Background: an optimization exercise with open tools, aiming at small area. Do not read the settings as production practice.
Function was checked by simulation only, so behaviour that the tests miss may differ from the original.
Power figures rest on the tool's default switching activity, not on a simulated workload.

==> flow/design.v <==
module ram_rd_aoi3 (
    input wire [2:0] sel,
    input wire [2:0] d,
    output wire y
);
    assign y = ~|(sel & d);
endmodule
module soc_top (
    input wire clk,
    input wire reset_n,
    input wire [31:0] cpu_addr,
    input wire [31:0] cpu_data_out,
    input wire cpu_write_enable,
    input wire cpu_read_enable,
    input wire cpu_interrupt_ack,
    output wire [31:0] cpu_data_in,
    output wire [7:0] led_out,
    output wire timer_interrupt,
    output wire [7:0] timer_count,
    output wire [31:0] ram_data_out,
    output wire [7:0] ram_addr_debug
);
    integer i;
    genvar g;
    wire timer_select = (cpu_addr[31:16] == 16'h4000);
    wire led_select   = (cpu_addr[31:16] == 16'h4001);
    wire ram_select   = (cpu_addr[31:16] == 16'h2000);
    wire timer_rd = cpu_read_enable & timer_select;
    wire timer_wr = cpu_write_enable & timer_select;
    wire led_rd   = cpu_read_enable & led_select;
    wire led_wr   = cpu_write_enable & led_select;
    wire ram_rd   = cpu_read_enable & ram_select;
    wire ram_wr   = cpu_write_enable & ram_select;
    wire off_hi0 = (cpu_addr[15:5] == 11'd0) & (cpu_addr[1:0] == 2'd0);
    wire off_00 = off_hi0 & (cpu_addr[4:2] == 3'd0);
    wire off_04 = off_hi0 & (cpu_addr[4:2] == 3'd1);
    wire off_08 = off_hi0 & (cpu_addr[4:2] == 3'd2);
    wire off_0c = off_hi0 & (cpu_addr[4:2] == 3'd3);
    wire off_10 = off_hi0 & (cpu_addr[4:2] == 3'd4);
    reg [7:0] count_reg;
    reg [7:0] load_value;
    reg timer_enable;
    reg interrupt_enable;
    reg interrupt_flag;
    reg interrupt;
    reg [7:0] prescaler_counter;
    reg [7:0] timer_data_out;
    always @(posedge clk or negedge reset_n) begin
        if (!reset_n) begin
            count_reg <= 8'h0F;
            load_value <= 8'h0F;
            timer_enable <= 1'b1;
            interrupt_enable <= 1'b1;
            interrupt_flag <= 1'b0;
            prescaler_counter <= 8'h00;
            interrupt <= 1'b0;
            timer_data_out <= 8'h00;
        end else begin
            if (timer_enable) begin
                if (&prescaler_counter) begin
                    prescaler_counter <= 8'h00;
                    if (count_reg == 8'h00) begin
                        interrupt_flag <= 1'b1;
                        if (interrupt_enable)
                            interrupt <= 1'b1;
                        count_reg <= load_value;
                    end else begin
                        count_reg <= count_reg - 1'b1;
                    end
                end else begin
                    prescaler_counter <= prescaler_counter + 1'b1;
                end
            end
            if (cpu_interrupt_ack) begin
                interrupt <= 1'b0;
                interrupt_flag <= 1'b0;
            end
            if (timer_rd) begin
                timer_data_out <= ({8{off_00}} & count_reg) |
                                  ({8{off_04}} & load_value) |
                                  {6'd0, off_08 & interrupt_enable,
                                   (off_08 & timer_enable) | (off_10 & interrupt_flag)};
            end else begin
                if (timer_wr) begin
                    if (off_04)
                        load_value <= cpu_data_out[7:0];
                    if (off_08) begin
                        timer_enable <= cpu_data_out[0];
                        interrupt_enable <= cpu_data_out[1];
                    end
                    if (off_0c & cpu_data_out[0]) begin
                        interrupt <= 1'b0;
                        interrupt_flag <= 1'b0;
                    end
                end
                timer_data_out <= 8'h00;
            end
        end
    end
    assign timer_interrupt = interrupt;
    assign timer_count = count_reg;
    reg [7:0] led_data_reg;
    reg [7:0] led_direction_reg;   
    reg [7:0] led_out_reg;
    reg [7:0] led_data_out;
    always @(posedge clk or negedge reset_n) begin
        if (!reset_n) begin
            led_data_reg <= 8'h00;
            led_direction_reg <= 8'hFF;
            led_out_reg <= 8'h00;
            led_data_out <= 8'h00;
        end else begin
            led_out_reg <= led_data_reg & led_direction_reg;
            if (led_rd) begin
                led_data_out <= ({8{off_00}} & led_data_reg) |
                                ({8{off_04}} & led_direction_reg) |
                                ({8{off_08}} & led_out_reg);
            end else begin
                if (led_wr & off_00)
                    led_data_reg <= cpu_data_out[7:0];
                if (led_wr & off_04)
                    led_direction_reg <= cpu_data_out[7:0];
                led_data_out <= 8'h00;
            end
        end
    end
    assign led_out = led_out_reg;
    wire [5:0] ram_index = cpu_addr[7:2];
    reg [63:0] ram_valid;
    reg ram_read_flag;
    reg [5:0] ram_read_index;
    reg [31:0] ram_word [0:63];
    always @(posedge clk or negedge reset_n) begin
        if (!reset_n) begin
            ram_valid <= 64'd0;
            ram_read_flag <= 1'b0;
        end else begin
            ram_read_flag <= ram_rd & ~ram_wr;
            if (ram_wr)
                ram_valid[ram_index] <= 1'b1;
        end
    end
    always @(posedge clk)
        ram_read_index <= ram_index;
    generate
        for (g = 0; g < 64; g = g + 1) begin : ram_w
            always @(posedge clk)
                if (ram_wr && ram_index == g)
                    ram_word[g] <= cpu_data_out;
        end
    endgenerate
    reg [7:0] rsel_lo, rsel_hi;
    always @(*) begin
        for (i = 0; i < 8; i = i + 1) begin
            rsel_lo[i] = ram_read_index[2:0] == i;
            rsel_hi[i] = ram_read_flag & (ram_read_index[5:3] == i);
        end
    end
    wire [63:0] rsel;
    generate
        for (g = 0; g < 64; g = g + 1) begin : ram_s
            assign rsel[g] = ram_valid[g] & rsel_lo[g % 8] & rsel_hi[g / 8];
        end
    endgenerate
    wire [31:0] ram_read_data;
    generate
        for (g = 0; g < 32; g = g + 1) begin : ram_b
            wire [63:0] d;
            wire [21:0] t;
            genvar k;
            for (k = 0; k < 64; k = k + 1) begin : dk
                assign d[k] = ram_word[k][g];
            end
            for (k = 0; k < 21; k = k + 1) begin : tk
                ram_rd_aoi3 u (.sel(rsel[3*k+2:3*k]), .d(d[3*k+2:3*k]), .y(t[k]));
            end
            assign t[21] = ~(rsel[63] & d[63]);
            assign ram_read_data[g] = ~&t;
        end
    endgenerate
    assign ram_data_out = ram_read_data;
    assign ram_addr_debug = cpu_addr[7:0];
    assign cpu_data_in = {24'd0, ({8{timer_select}} & timer_data_out) |
                                 ({8{led_select}} & led_data_out)} |
                         ({32{ram_select}} & ram_read_data);
endmodule
export LEC_CHECK = 0
export CAP_MARGIN = 0
export CORE_MARGIN = 2
export CORE_UTILIZATION = 55
export PLACE_DENSITY = 0.65
export SLEW_MARGIN = 0
export SYNTH_HIERARCHICAL = 1
create_clock -name core_clock -period 10.0 [get_ports {clk}]
standard.sh (not shown) runs the stock make flow with config.mk's settings and CLKGATE_MAP_FILE= SYNTH_SCRIPT=/design/flow/synth_recipe.tcl, a recipe that flattens the netlist after the stock synthesis.
==> flow/flow/run.sh <==
#!/bin/bash
# The standard layout (the standard.sh, all steps, standard synthesis),
# with two changes to how cells are chosen:
#  - every input and output port still gets its own buffer, but a buf_1
#    rather than the larger default pick;
#  - clock tree synthesis uses clkbuf_8 sink clusters of at most 18 flops
#    within 45 um and inserts no dummy loads.
set -euo pipefail
P=sky130_fd_sc_hd__
export BUFFER_PORTS_ARGS="-buffer_cell ${P}buf_1"
export CTS_ARGS="-sink_clustering_enable -repair_clock_nets -dont_use_dummy_load -buf_list {${P}clkbuf_8} -sink_clustering_size 18 -sink_clustering_max_diameter 45"
bash standard.sh finish > flow_make.log 2>&1
==> next run, changes <==
--- a/flow/design.v
+++ b/flow/design.v
@@ -41,23 +41,21 @@
     reg [7:0] load_value;
     reg timer_enable;
     reg interrupt_enable;
     reg interrupt_flag;
     reg interrupt;
     reg [7:0] prescaler_counter;
-    reg [7:0] timer_data_out;
     always @(posedge clk or negedge reset_n) begin
         if (!reset_n) begin
             count_reg <= 8'h0F;
             load_value <= 8'h0F;
             timer_enable <= 1'b1;
             interrupt_enable <= 1'b1;
             interrupt_flag <= 1'b0;
             prescaler_counter <= 8'h00;
             interrupt <= 1'b0;
-            timer_data_out <= 8'h00;
         end else begin
             if (timer_enable) begin
                 if (&prescaler_counter) begin
                     prescaler_counter <= 8'h00;
                     if (count_reg == 8'h00) begin
                         interrupt_flag <= 1'b1;
@@ -72,59 +70,68 @@
                 end
             end
             if (cpu_interrupt_ack) begin
                 interrupt <= 1'b0;
                 interrupt_flag <= 1'b0;
             end
-            if (timer_rd) begin
-                timer_data_out <= ({8{off_00}} & count_reg) |
-                                  ({8{off_04}} & load_value) |
-                                  {6'd0, off_08 & interrupt_enable,
-                                   (off_08 & timer_enable) | (off_10 & interrupt_flag)};
-            end else begin
+            if (!timer_rd) begin
                 if (timer_wr) begin
                     if (off_04)
                         load_value <= cpu_data_out[7:0];
                     if (off_08) begin
                         timer_enable <= cpu_data_out[0];
                         interrupt_enable <= cpu_data_out[1];
                     end
                     if (off_0c & cpu_data_out[0]) begin
                         interrupt <= 1'b0;
                         interrupt_flag <= 1'b0;
                     end
                 end
-                timer_data_out <= 8'h00;
             end
         end
     end
+    wire [7:0] timer_read_value = ({8{off_00}} & count_reg) |
+                                  ({8{off_04}} & load_value) |
+                                  {6'd0, off_08 & interrupt_enable,
+                                   (off_08 & timer_enable) | (off_10 & interrupt_flag)};
     assign timer_interrupt = interrupt;
     assign timer_count = count_reg;
     reg [7:0] led_data_reg;
     reg [7:0] led_direction_reg;   
     reg [7:0] led_out_reg;
-    reg [7:0] led_data_out;
     always @(posedge clk or negedge reset_n) begin
         if (!reset_n) begin
             led_data_reg <= 8'h00;
             led_direction_reg <= 8'hFF;
             led_out_reg <= 8'h00;
-            led_data_out <= 8'h00;
         end else begin
             led_out_reg <= led_data_reg & led_direction_reg;
-            if (led_rd) begin
-                led_data_out <= ({8{off_00}} & led_data_reg) |
-                                ({8{off_04}} & led_direction_reg) |
-                                ({8{off_08}} & led_out_reg);
-            end else begin
+            if (!led_rd) begin
                 if (led_wr & off_00)
                     led_data_reg <= cpu_data_out[7:0];
                 if (led_wr & off_04)
                     led_direction_reg <= cpu_data_out[7:0];
-                led_data_out <= 8'h00;
             end
+        end
+    end
+    wire [7:0] led_read_value = ({8{off_00}} & led_data_reg) |
+                                ({8{off_04}} & led_direction_reg) |
+                                ({8{off_08}} & led_out_reg);
+    reg [7:0] tl_read_data;
+    reg timer_read_flag;
+    reg led_read_flag;
+    always @(posedge clk or negedge reset_n) begin
+        if (!reset_n) begin
+            tl_read_data <= 8'h00;
+            timer_read_flag <= 1'b0;
+            led_read_flag <= 1'b0;
+        end else begin
+            tl_read_data <= ({8{timer_rd}} & timer_read_value) |
+                            ({8{led_rd}} & led_read_value);
+            timer_read_flag <= timer_rd;
+            led_read_flag <= led_rd;
         end
     end
     assign led_out = led_out_reg;
     wire [5:0] ram_index = cpu_addr[7:2];
     reg [63:0] ram_valid;
     reg ram_read_flag;
@@ -177,10 +184,10 @@
             assign t[21] = ~(rsel[63] & d[63]);
             assign ram_read_data[g] = ~&t;
         end
     endgenerate
     assign ram_data_out = ram_read_data;
     assign ram_addr_debug = cpu_addr[7:0];
-    assign cpu_data_in = {24'd0, ({8{timer_select}} & timer_data_out) |
-                                 ({8{led_select}} & led_data_out)} |
+    wire tl_read_sel = (timer_select & timer_read_flag) | (led_select & led_read_flag);
+    assign cpu_data_in = {24'd0, {8{tl_read_sel}} & tl_read_data} |
                          ({32{ram_select}} & ram_read_data);
 endmodule
The new run passed the timing, DRC and antenna checks.
Design area hardly moves.
Synthesized area came out lower by 0.36%.
Worst setup slack got worse by 340 ps.
Total power is about the same.
Global-route usage went up by 0.89 points.
Worst hold slack improves by 6.2 ps.

== lane 1 ==
soc_top, a different RTL version from the one above (not shown whole).
Size: ~3,600 cells after synthesis, ~2,200 flip-flops.
==> module soc_top, before the edit <==
module soc_top (
    input wire clk,
    input wire reset_n,
    input wire [31:0] cpu_addr,
    input wire [31:0] cpu_data_out,
    input wire cpu_write_enable,
    input wire cpu_read_enable,
    input wire cpu_interrupt_ack,
    output wire [31:0] cpu_data_in,
    output wire [7:0] led_out,
    output wire timer_interrupt,
    output wire [7:0] timer_count,
    output wire [31:0] ram_data_out,
    output wire [7:0] ram_addr_debug
);
    integer i;
    genvar g;
    wire timer_select = (cpu_addr[31:16] == 16'h4000);
    wire led_select   = (cpu_addr[31:16] == 16'h4001);
    wire ram_select   = (cpu_addr[31:16] == 16'h2000);
    wire timer_rd = cpu_read_enable & timer_select;
    wire timer_wr = cpu_write_enable & timer_select;
    wire led_rd   = cpu_read_enable & led_select;
    wire led_wr   = cpu_write_enable & led_select;
    wire ram_rd   = cpu_read_enable & ram_select;
    wire ram_wr   = cpu_write_enable & ram_select;
    wire off_hi0 = (cpu_addr[15:5] == 11'd0) & (cpu_addr[1:0] == 2'd0);
    wire off_00 = off_hi0 & (cpu_addr[4:2] == 3'd0);
    wire off_04 = off_hi0 & (cpu_addr[4:2] == 3'd1);
    wire off_08 = off_hi0 & (cpu_addr[4:2] == 3'd2);
    wire off_0c = off_hi0 & (cpu_addr[4:2] == 3'd3);
    wire off_10 = off_hi0 & (cpu_addr[4:2] == 3'd4);
    reg [7:0] count_reg;
    reg [7:0] load_value;
    reg timer_enable;
    reg interrupt_enable;
    reg interrupt_flag;
    reg interrupt;
    reg [7:0] prescaler_counter;
    always @(posedge clk or negedge reset_n) begin
        if (!reset_n) begin
            count_reg <= 8'h0F;
            load_value <= 8'h0F;
            timer_enable <= 1'b1;
            interrupt_enable <= 1'b1;
            interrupt_flag <= 1'b0;
            prescaler_counter <= 8'h00;
            interrupt <= 1'b0;
        end else begin
            prescaler_counter <= prescaler_counter + {7'd0, timer_enable};
            if (timer_enable) begin
                if (&prescaler_counter) begin
                    if (count_reg == 8'h00) begin
                        interrupt_flag <= 1'b1;
                        if (interrupt_enable)
                            interrupt <= 1'b1;
                        count_reg <= load_value;
                    end else begin
                        count_reg <= count_reg - 1'b1;
                    end
                end
            end
            if (cpu_interrupt_ack) begin
                interrupt <= 1'b0;
                interrupt_flag <= 1'b0;
            end
            if (!timer_rd) begin
                if (timer_wr) begin
                    if (off_04)
                        load_value <= cpu_data_out[7:0];
                    if (off_08) begin
                        timer_enable <= cpu_data_out[0];
                        interrupt_enable <= cpu_data_out[1];
                    end
                    if (off_0c & cpu_data_out[0]) begin
                        interrupt <= 1'b0;
                        interrupt_flag <= 1'b0;
                    end
                end
            end
        end
    end
    wire [7:0] timer_read_value = ({8{off_00}} & count_reg) |
                                  ({8{off_04}} & load_value) |
                                  {6'd0, off_08 & interrupt_enable,
                                   (off_08 & timer_enable) | (off_10 & interrupt_flag)};
    assign timer_interrupt = interrupt;
    assign timer_count = count_reg;
    reg [7:0] led_data_reg;
    reg [7:0] led_direction_reg;   
    reg [7:0] led_out_reg;
    always @(posedge clk or negedge reset_n) begin
        if (!reset_n) begin
            led_data_reg <= 8'h00;
            led_direction_reg <= 8'hFF;
            led_out_reg <= 8'h00;
        end else begin
            led_out_reg <= led_data_reg & led_direction_reg;
            if (!led_rd) begin
                if (led_wr & off_00)
                    led_data_reg <= cpu_data_out[7:0];
                if (led_wr & off_04)
                    led_direction_reg <= cpu_data_out[7:0];
            end
        end
    end
    wire [7:0] led_read_value = ({8{off_00}} & led_data_reg) |
                                ({8{off_04}} & led_direction_reg) |
                                ({8{off_08}} & led_out_reg);
    reg [7:0] tl_read_data;
    reg timer_read_flag;
    reg led_read_flag;
    always @(posedge clk or negedge reset_n) begin
        if (!reset_n) begin
            tl_read_data <= 8'h00;
            timer_read_flag <= 1'b0;
            led_read_flag <= 1'b0;
        end else begin
            tl_read_data <= ({8{timer_rd}} & timer_read_value) |
                            ({8{led_rd}} & led_read_value);
            timer_read_flag <= timer_rd;
            led_read_flag <= led_rd;
        end
    end
    assign led_out = led_out_reg;
    wire [5:0] ram_index = cpu_addr[7:2];
    reg [63:0] ram_valid;
    reg ram_read_flag;
    reg [5:0] ram_read_index;
    reg [31:0] ram_word [0:63];
    always @(posedge clk or negedge reset_n) begin
        if (!reset_n) begin
            ram_valid <= 64'd0;
            ram_read_flag <= 1'b0;
        end else begin
            ram_read_flag <= ram_rd & ~ram_wr;
            for (i = 0; i < 64; i = i + 1)
                if (wsel_lo[i % 8] & wsel_hi[i / 8])
                    ram_valid[i] <= 1'b1;
        end
    end
    always @(posedge clk)
        ram_read_index <= ram_index;
    reg [7:0] wsel_lo, wsel_hi;
    always @(*) begin
        for (i = 0; i < 8; i = i + 1) begin
            wsel_lo[i] = ram_wr & (ram_index[2:0] == i);
            wsel_hi[i] = ram_index[5:3] == i;
        end
    end
    generate
        for (g = 0; g < 64; g = g + 1) begin : ram_w
            always @(posedge clk)
                if (wsel_lo[g % 8] & wsel_hi[g / 8])
                    ram_word[g] <= cpu_data_out;
        end
    endgenerate
    reg [7:0] rsel_lo, rsel_hi;
    always @(*) begin
        for (i = 0; i < 8; i = i + 1) begin
            rsel_lo[i] = ram_read_index[2:0] == i;
            rsel_hi[i] = ram_read_flag & (ram_read_index[5:3] == i);
        end
    end
    wire [63:0] rsel;
    generate
        for (g = 0; g < 64; g = g + 1) begin : ram_s
            assign rsel[g] = ram_valid[g] & rsel_lo[g % 8] & rsel_hi[g / 8];
        end
    endgenerate
    wire [31:0] ram_read_data;
    generate
        for (g = 0; g < 32; g = g + 1) begin : ram_b
            wire [63:0] d;
            wire [21:0] t;
            genvar k;
            for (k = 0; k < 64; k = k + 1) begin : dk
                assign d[k] = ram_word[k][g];
            end
            for (k = 0; k < 21; k = k + 1) begin : tk
                ram_rd_aoi3 u (.sel(rsel[3*k+2:3*k]), .d(d[3*k+2:3*k]), .y(t[k]));
            end
            assign t[21] = ~(rsel[63] & d[63]);
            assign ram_read_data[g] = ~&t;
        end
    endgenerate
    assign ram_data_out = ram_read_data;
    assign ram_addr_debug = cpu_addr[7:0];
    wire tl_read_sel = (timer_select & timer_read_flag) | (led_select & led_read_flag);
    assign cpu_data_in = {24'd0, {8{tl_read_sel}} & tl_read_data} |
                         ({32{ram_select}} & ram_read_data);
endmodule
export LEC_CHECK = 0
export CAP_MARGIN = 0
export CORE_MARGIN = 2
export CORE_UTILIZATION = 55
export PLACE_DENSITY = 0.65
export SLEW_MARGIN = 0
export SYNTH_HIERARCHICAL = 1
create_clock -name core_clock -period 10.0 [get_ports {clk}]
==> flow/flow/run.sh <==
#!/bin/bash
# The standard layout (the standard.sh, all steps, standard synthesis),
# with two changes to how cells are chosen:
#  - every input and output port still gets its own buffer, but a buf_1
#    rather than the larger default pick;
#  - clock tree synthesis uses clkbuf_8 sink clusters of at most 18 flops
#    within 65 um and inserts no dummy loads.
set -euo pipefail
P=sky130_fd_sc_hd__
export BUFFER_PORTS_ARGS="-buffer_cell ${P}buf_1"
export CTS_ARGS="-sink_clustering_enable -repair_clock_nets -dont_use_dummy_load -buf_list {${P}clkbuf_8} -sink_clustering_size 18 -sink_clustering_max_diameter 65"
bash standard.sh finish > flow_make.log 2>&1
#### Input delta (lane 2 over lane 1)
--- a/flow/design.v
+++ b/flow/design.v
@@ -55,7 +55,7 @@
             interrupt <= 1'b0;
         end else begin
-            prescaler_counter <= prescaler_counter + {7'd0, timer_enable};
             if (timer_enable) begin
                 if (&prescaler_counter) begin
+                    prescaler_counter <= 8'h00;
                     if (count_reg == 8'h00) begin
                         interrupt_flag <= 1'b1;
@@ -66,4 +66,6 @@
                         count_reg <= count_reg - 1'b1;
                     end
+                end else begin
+                    prescaler_counter <= prescaler_counter + 1'b1;
                 end
             end
@@ -142,22 +144,14 @@
         end else begin
             ram_read_flag <= ram_rd & ~ram_wr;
-            for (i = 0; i < 64; i = i + 1)
-                if (wsel_lo[i % 8] & wsel_hi[i / 8])
-                    ram_valid[i] <= 1'b1;
+            if (ram_wr)
+                ram_valid[ram_index] <= 1'b1;
         end
     end
     always @(posedge clk)
         ram_read_index <= ram_index;
-    reg [7:0] wsel_lo, wsel_hi;
-    always @(*) begin
-        for (i = 0; i < 8; i = i + 1) begin
-            wsel_lo[i] = ram_wr & (ram_index[2:0] == i);
-            wsel_hi[i] = ram_index[5:3] == i;
-        end
-    end
     generate
         for (g = 0; g < 64; g = g + 1) begin : ram_w
             always @(posedge clk)
-                if (wsel_lo[g % 8] & wsel_hi[g / 8])
+                if (ram_wr && ram_index == g)
                     ram_word[g] <= cpu_data_out;
         end
### Flow results
Global-route wire length before repair: lane 2 > lane 1. From lane 1 to lane 2 the numbers moved as follows: wire length increased about 4%, cell area shows no meaningful change, register share of the cell area lost 0.19 points. In the metrics for lane 2 and lane 1, the one carrying the lower portion of total power attributed to combinational logic is lane 1. Global-route met2 utilization | lane 2 above lane 1.

[static timing again, ports no longer ideal]
In the flow no input, the clock included, has a driving cell. The finished layouts below were timed again as built, in two steps. Step 1 assumes that a clkbuf_16 drives the clock port and a buf_2 every other input. Step 2, shift: input delay + t, output delay - t, t = (earliest + latest rising clock arrival at the registers) / 2. This alone moves slack from input paths to output paths. Slacks: ideal ports / drivers / drivers and shift; pairs: ideal ports / drivers.
run	shift t [ns]	setup slack, ns	worst hold slack (ns)
the first run of note 1	1.006	3.069 / 2.980 / 3.748	0.450 / 0.450 / 0.450
the second run of note 1	1.012	2.733 / 2.653 / 3.164	0.457 / 0.457 / 0.457
lane 1	0.947	2.861 / 2.785 / 3.273	0.464 / 0.464 / 0.464
lane 2	0.958	2.843 / 2.763 / 3.174	0.458 / 0.458 / 0.458
After both steps every run listed still meets setup and hold.
